This is an optimization exercise on Yosys and OpenROAD, whose aim is small area and a short achievable clock period, not a production implementation.
Where RTL was checked, it was by simulation tests only, not by an equivalence proof against the original.

==> try-quartz <==
Design fir_filter, start of the top module:
module fir_filter (clk, reset, x, y);
  input clk, reset;
  input signed [31:0] x;
  output signed [31:0] y;
  reg [31:0] h0, h1, h2, h3, h4, h5, h6;
  reg [31:0] t0;
  reg [31:0] t1;
  reg [31:0] r0;
  reg [31:0] r1;
  reg [31:0] q0;
  reg [31:0] q1;
  reg [31:0] y_reg;
  wire ts1, tc2;
  fir_fa u_ts1 (.a(h2[0]), .b(~h3[0]), .c(~h5[0]), .s(ts1), .co(tc2));
  wire ts3, tc4;
  fir_fa u_ts3 (.a(h2[0]), .b(h2[1]), .c(h4[0]), .s(ts3), .co(tc4));
  wire ts5, tc6;
  fir_fa u_ts5 (.a(~h3[1]), .b(~h5[1]), .c(tc2), .s(ts5), .co(tc6));
  wire ts7, tc8;
  fir_fa u_ts7 (.a(h2[1]), .b(h2[2]), .c(h4[1]), .s(ts7), .co(tc8));
  wire ts9, tc10;
  fir_fa u_ts9 (.a(h6[0]), .b(~h3[2]), .c(~h5[2]), .s(ts9), .co(tc10));
  wire ts11 = ~(tc4 ^ ts7);
  wire tc12 = tc4 | ts7;
  wire ts13, tc14;
  fir_fa u_ts13 (.a(ts9), .b(ts11), .c(tc6), .s(ts13), .co(tc14));
  wire ts15, tc16;
  fir_fa u_ts15 (.a(h2[2]), .b(h2[3]), .c(h3[0]), .s(ts15), .co(tc16));
  wire ts17 = ~(h4[2] ^ h6[1]);
  wire tc18 = h4[2] | h6[1];
  wire ts19, tc20;
  fir_fa u_ts19 (.a(~h3[3]), .b(~h5[3]), .c(ts17), .s(ts19), .co(tc20));
  wire ts21, tc22;
  ...
clock: 8.0 ns
lec_check: 0
abc_clock_period_in_ps: 2500
cap_margin: 20
core_margin: 2
core_utilization: 40
cts_buf_list: sky130_fd_sc_hd__clkbuf_4 sky130_fd_sc_hd__clkbuf_8
cts_cluster_diameter: 50
cts_cluster_size: 16
slew_margin: 20
synth_hierarchical: 1
synth_minimum_keep_size: 0
standard.sh (not shown) runs the stock make flow with config.mk's settings and CLKGATE_MAP_FILE= SYNTH_SCRIPT=/design/flow/synth_recipe.tcl, a recipe that flattens the netlist after the stock synthesis.
==> flow/flow/run.sh <==
#!/bin/bash
set -euo pipefail
export SETUP_SLACK_MARGIN=5.5
export BUFFER_PORTS_ARGS="-buffer_cell sky130_fd_sc_hd__buf_2"
bash standard.sh > make_finish.log 2>&1
==> inputs of try-amber, as changes to try-quartz <==
--- a/flow/design.v
+++ b/flow/design.v
@@ -878,16 +878,16 @@
   wire y_dG50 = y_d_g[26] | (y_d_p[26] & y_dG36);
   wire y_dG51 = y_d_g[28] | (y_d_p[28] & y_dG30);
   wire y_dG52 = y_d_g[30] | (y_d_p[30] & y_dG37);
   wire [31:0] y_d = {y_d_p[31] ^ y_dG52, y_d_p[30] ^ y_dG37, y_d_p[29] ^ y_dG51, y_d_p[28] ^ y_dG30, y_d_p[27] ^ y_dG50, y_d_p[26] ^ y_dG36, y_d_p[25] ^ y_dG49, y_d_p[24] ^ y_dG27, y_d_p[23] ^ y_dG48, y_d_p[22] ^ y_dG35, y_d_p[21] ^ y_dG47, y_d_p[20] ^ y_dG29, y_d_p[19] ^ y_dG46, y_d_p[18] ^ y_dG34, y_d_p[17] ^ y_dG45, y_d_p[16] ^ y_dG26, y_d_p[15] ^ y_dG44, y_d_p[14] ^ y_dG33, y_d_p[13] ^ y_dG43, y_d_p[12] ^ y_dG28, y_d_p[11] ^ y_dG42, y_d_p[10] ^ y_dG32, y_d_p[9] ^ y_dG41, y_d_p[8] ^ y_dG23, y_d_p[7] ^ y_dG40, y_d_p[6] ^ y_dG31, y_d_p[5] ^ y_dG39, y_d_p[4] ^ y_dG16, y_d_p[3] ^ y_dG38, y_d_p[2] ^ y_dG1, y_d_p[1] ^ y_d_g[0], y_d_p[0]};
   always @(posedge clk or posedge reset) begin
     if (reset) begin
       h0 <= 32'd0; h1 <= 32'd0; h2 <= 32'd0; h3 <= 32'd0; h4 <= 32'd0; h5 <= 32'd0; h6 <= 32'd0;
-      t0 <= 32'hffffffd8;
-      t1 <= 32'h00000032;
+      t0 <= 32'h0000000a;
+      t1 <= 32'h00000000;
       r0 <= 32'h00000004;
       r1 <= 32'h00000000;
       q0 <= 32'h00000000;
       q1 <= 32'h00000000;
       y_reg <= 32'd0;
     end else begin
       h0 <= x; h1 <= h0; h2 <= h1; h3 <= h2; h4 <= h3; h5 <= h4; h6 <= h5;
==> flow/flow/run.sh (replaced) <==
#!/bin/bash
set -euo pipefail
export SETUP_SLACK_MARGIN=5.3
export BUFFER_PORTS_ARGS="-buffer_cell sky130_fd_sc_hd__buf_2"
bash standard.sh > make_finish.log 2>&1
==> flow/config.mk (replaced) <==
export PLATFORM = sky130hd
export DESIGN_NAME = fir_filter
export DESIGN_NICKNAME = fir_filter
export VERILOG_FILES = /design/flow/design.v
export SDC_FILE = /design/flow/constraint.sdc
export NUM_CORES = 4
export LEC_CHECK = 0
export ABC_CLOCK_PERIOD_IN_PS = 2500
export CAP_MARGIN = 20
export CORE_MARGIN = 2
export CORE_UTILIZATION = 52
export CTS_BUF_LIST = sky130_fd_sc_hd__clkbuf_16
export CTS_CLUSTER_DIAMETER = 90
export CTS_CLUSTER_SIZE = 32
export SLEW_MARGIN = 20
export SYNTH_HIERARCHICAL = 1
export SYNTH_MINIMUM_KEEP_SIZE = 0
==> inputs of try-onyx, as changes to try-quartz <==
--- a/flow/design.v
+++ b/flow/design.v
@@ -878,16 +878,16 @@
   wire y_dG50 = y_d_g[26] | (y_d_p[26] & y_dG36);
   wire y_dG51 = y_d_g[28] | (y_d_p[28] & y_dG30);
   wire y_dG52 = y_d_g[30] | (y_d_p[30] & y_dG37);
   wire [31:0] y_d = {y_d_p[31] ^ y_dG52, y_d_p[30] ^ y_dG37, y_d_p[29] ^ y_dG51, y_d_p[28] ^ y_dG30, y_d_p[27] ^ y_dG50, y_d_p[26] ^ y_dG36, y_d_p[25] ^ y_dG49, y_d_p[24] ^ y_dG27, y_d_p[23] ^ y_dG48, y_d_p[22] ^ y_dG35, y_d_p[21] ^ y_dG47, y_d_p[20] ^ y_dG29, y_d_p[19] ^ y_dG46, y_d_p[18] ^ y_dG34, y_d_p[17] ^ y_dG45, y_d_p[16] ^ y_dG26, y_d_p[15] ^ y_dG44, y_d_p[14] ^ y_dG33, y_d_p[13] ^ y_dG43, y_d_p[12] ^ y_dG28, y_d_p[11] ^ y_dG42, y_d_p[10] ^ y_dG32, y_d_p[9] ^ y_dG41, y_d_p[8] ^ y_dG23, y_d_p[7] ^ y_dG40, y_d_p[6] ^ y_dG31, y_d_p[5] ^ y_dG39, y_d_p[4] ^ y_dG16, y_d_p[3] ^ y_dG38, y_d_p[2] ^ y_dG1, y_d_p[1] ^ y_d_g[0], y_d_p[0]};
   always @(posedge clk or posedge reset) begin
     if (reset) begin
       h0 <= 32'd0; h1 <= 32'd0; h2 <= 32'd0; h3 <= 32'd0; h4 <= 32'd0; h5 <= 32'd0; h6 <= 32'd0;
-      t0 <= 32'hffffffd8;
-      t1 <= 32'h00000032;
+      t0 <= 32'h0000000a;
+      t1 <= 32'h00000000;
       r0 <= 32'h00000004;
       r1 <= 32'h00000000;
       q0 <= 32'h00000000;
       q1 <= 32'h00000000;
       y_reg <= 32'd0;
     end else begin
       h0 <= x; h1 <= h0; h2 <= h1; h3 <= h2; h4 <= h3; h5 <= h4; h6 <= h5;
==> flow/flow/run.sh (replaced) <==
#!/bin/bash
set -euo pipefail
export SETUP_SLACK_MARGIN=5.3
export BUFFER_PORTS_ARGS="-buffer_cell sky130_fd_sc_hd__buf_2"
bash standard.sh > make_finish.log 2>&1
==> flow/config.mk (replaced) <==
export PLATFORM = sky130hd
export DESIGN_NAME = fir_filter
export DESIGN_NICKNAME = fir_filter
export VERILOG_FILES = /design/flow/design.v
export SDC_FILE = /design/flow/constraint.sdc
export NUM_CORES = 4
export LEC_CHECK = 0
export ABC_AREA = 1
export ABC_CLOCK_PERIOD_IN_PS = 2500
export CAP_MARGIN = 20
export CORE_MARGIN = 2
export CORE_UTILIZATION = 40
export CTS_BUF_LIST = sky130_fd_sc_hd__clkbuf_16
export CTS_CLUSTER_DIAMETER = 90
export CTS_CLUSTER_SIZE = 32
export SLEW_MARGIN = 20
export SYNTH_HIERARCHICAL = 1
export SYNTH_MINIMUM_KEEP_SIZE = 0
==> summary.md <==
| Metric | Value |
|---|---|
| Antenna violations before repair | `0` |
| Post-synthesis adder-cell area fraction | `40.7%` |
| Status | `finished clean` |
| GRT Util Overall | `around 13%` |
| Slew Limit Headroom | `44.5%` |
| Initial core utilization | `40.4%` |
| Seq/Total Area, Yosys | `53.1%` |
| Worst-Skew Late Latency | `570 ps` |
| Die Wd | `between 200 and 250 um` |
| Gpl congestion | `0.744` |
| Comb_multi_in | `roughly 540` |
| Non-Clock Buffer Count | `70` |
| Sequential cell area | `11000 um^2` |
| Commonest cells post-synth | `dfrtp_1, fa_1, inv_1` |
| WP data arrival | `1130 ps` |
# the run above: try-onyx

==> summary.md <==
| Metric | Value |
|---|---|
| Post-synthesis adder-cell area fraction | `40.7%` |
| Worst-Skew Late Latency | `between 500 and 600 ps` |
| Seq/Total Area, Yosys | `53.2%` |
| Non-Clock Buffer Count | `around 80` |
| Synth warnings | `7` |
| GRT Util Overall | `17.9%` |
| Sequential cell area | `~11000 um^2` |
| Antenna violations before repair | `0` |
| Die Wd | `203 um` |
| Comb_multi_in | `536` |
| WP data arrival | `1150 ps` |
| R2R Path Start | `q0[1]` |
| Largest area class, layout | `registers` |
| Status | `finished clean` |
| Number of enable flip-flop cells after synthesis | `0` |
| Setup TNS after final layout | `0 ps` |
| Commonest cells post-synth | `dfrtp_1, fa_1, inv_1` |
| Gpl congestion | `0.784` |
# the run above: try-amber

==> summary.md <==
| Metric | Value |
|---|---|
| Status | `finished clean` |
| Die Wd | `232 um` |
| Final hold slack | `~350 ps` |
| Commonest cells post-synth | `dfrtp_1, fa_1, inv_1` |
| Seq/Total Area, Yosys | `53.3%` |
| Gpl congestion | `0.763` |
| Post-synthesis adder-cell area fraction | `40.6%` |
| Vias after detailed routing | `8766` |
| Comb_multi_in | `536` |
| Slew Limit Headroom | `60.4%` |
| Initial core utilization | `40.4%` |
| Max FO, Critical Path | `1` |
| Non-Clock Buffer Count | `87` |
| WP data arrival | `approximately 1200 ps` |
| Antenna violations before repair | `4` |
| CP Depth | `1` |
| Post-Syn Area | `around 21000 um^2` |
| Sequential cell area | `11100 um^2` |
# the run above: try-quartz

For try-quartz, only the layout was checked, not whether the RTL still works.

==> what the ideal ports hide <==
The flow's constraints put no driver on any port. The routed layouts listed below were extracted and timed again, unchanged, in two steps. Step 1 assumes that a clkbuf_16 drives the clock port and a buf_2 every other input. Step 2 times the ports against the registers' clock, not the clock port: input delays grow and output delays shrink by t, the midpoint of the rising clock arrivals with the driver on. a / b / c = no drivers / after step 1 / after step 2; a / b = the first two.
| run | t (ns) | setup WS [ns] | latest minus earliest clock arrival (ns) | slew at the worst register clock pin (ns) | worst data-port slew with drivers (ns) |
|---|---|---|---|---|---|
| try-quartz | 0.654 | 5.232 / 5.183 / 5.024 | 0.030 / 0.030 | 0.10 / 0.10 | 0.11 |
| try-amber | 0.583 | 5.254 / 5.203 / 5.003 | 0.021 / 0.021 | 0.12 / 0.12 | 0.08 |
| try-onyx | 0.615 | 5.267 / 5.210 / 4.983 | 0.027 / 0.027 | 0.11 / 0.11 | 0.09 |
After both steps every run listed still meets setup and hold. The setup slack of try-onyx, which loses most, moves by -0.057 ns with the drivers and by -0.284 ns with both steps. Setup slack includes reset recovery checks.
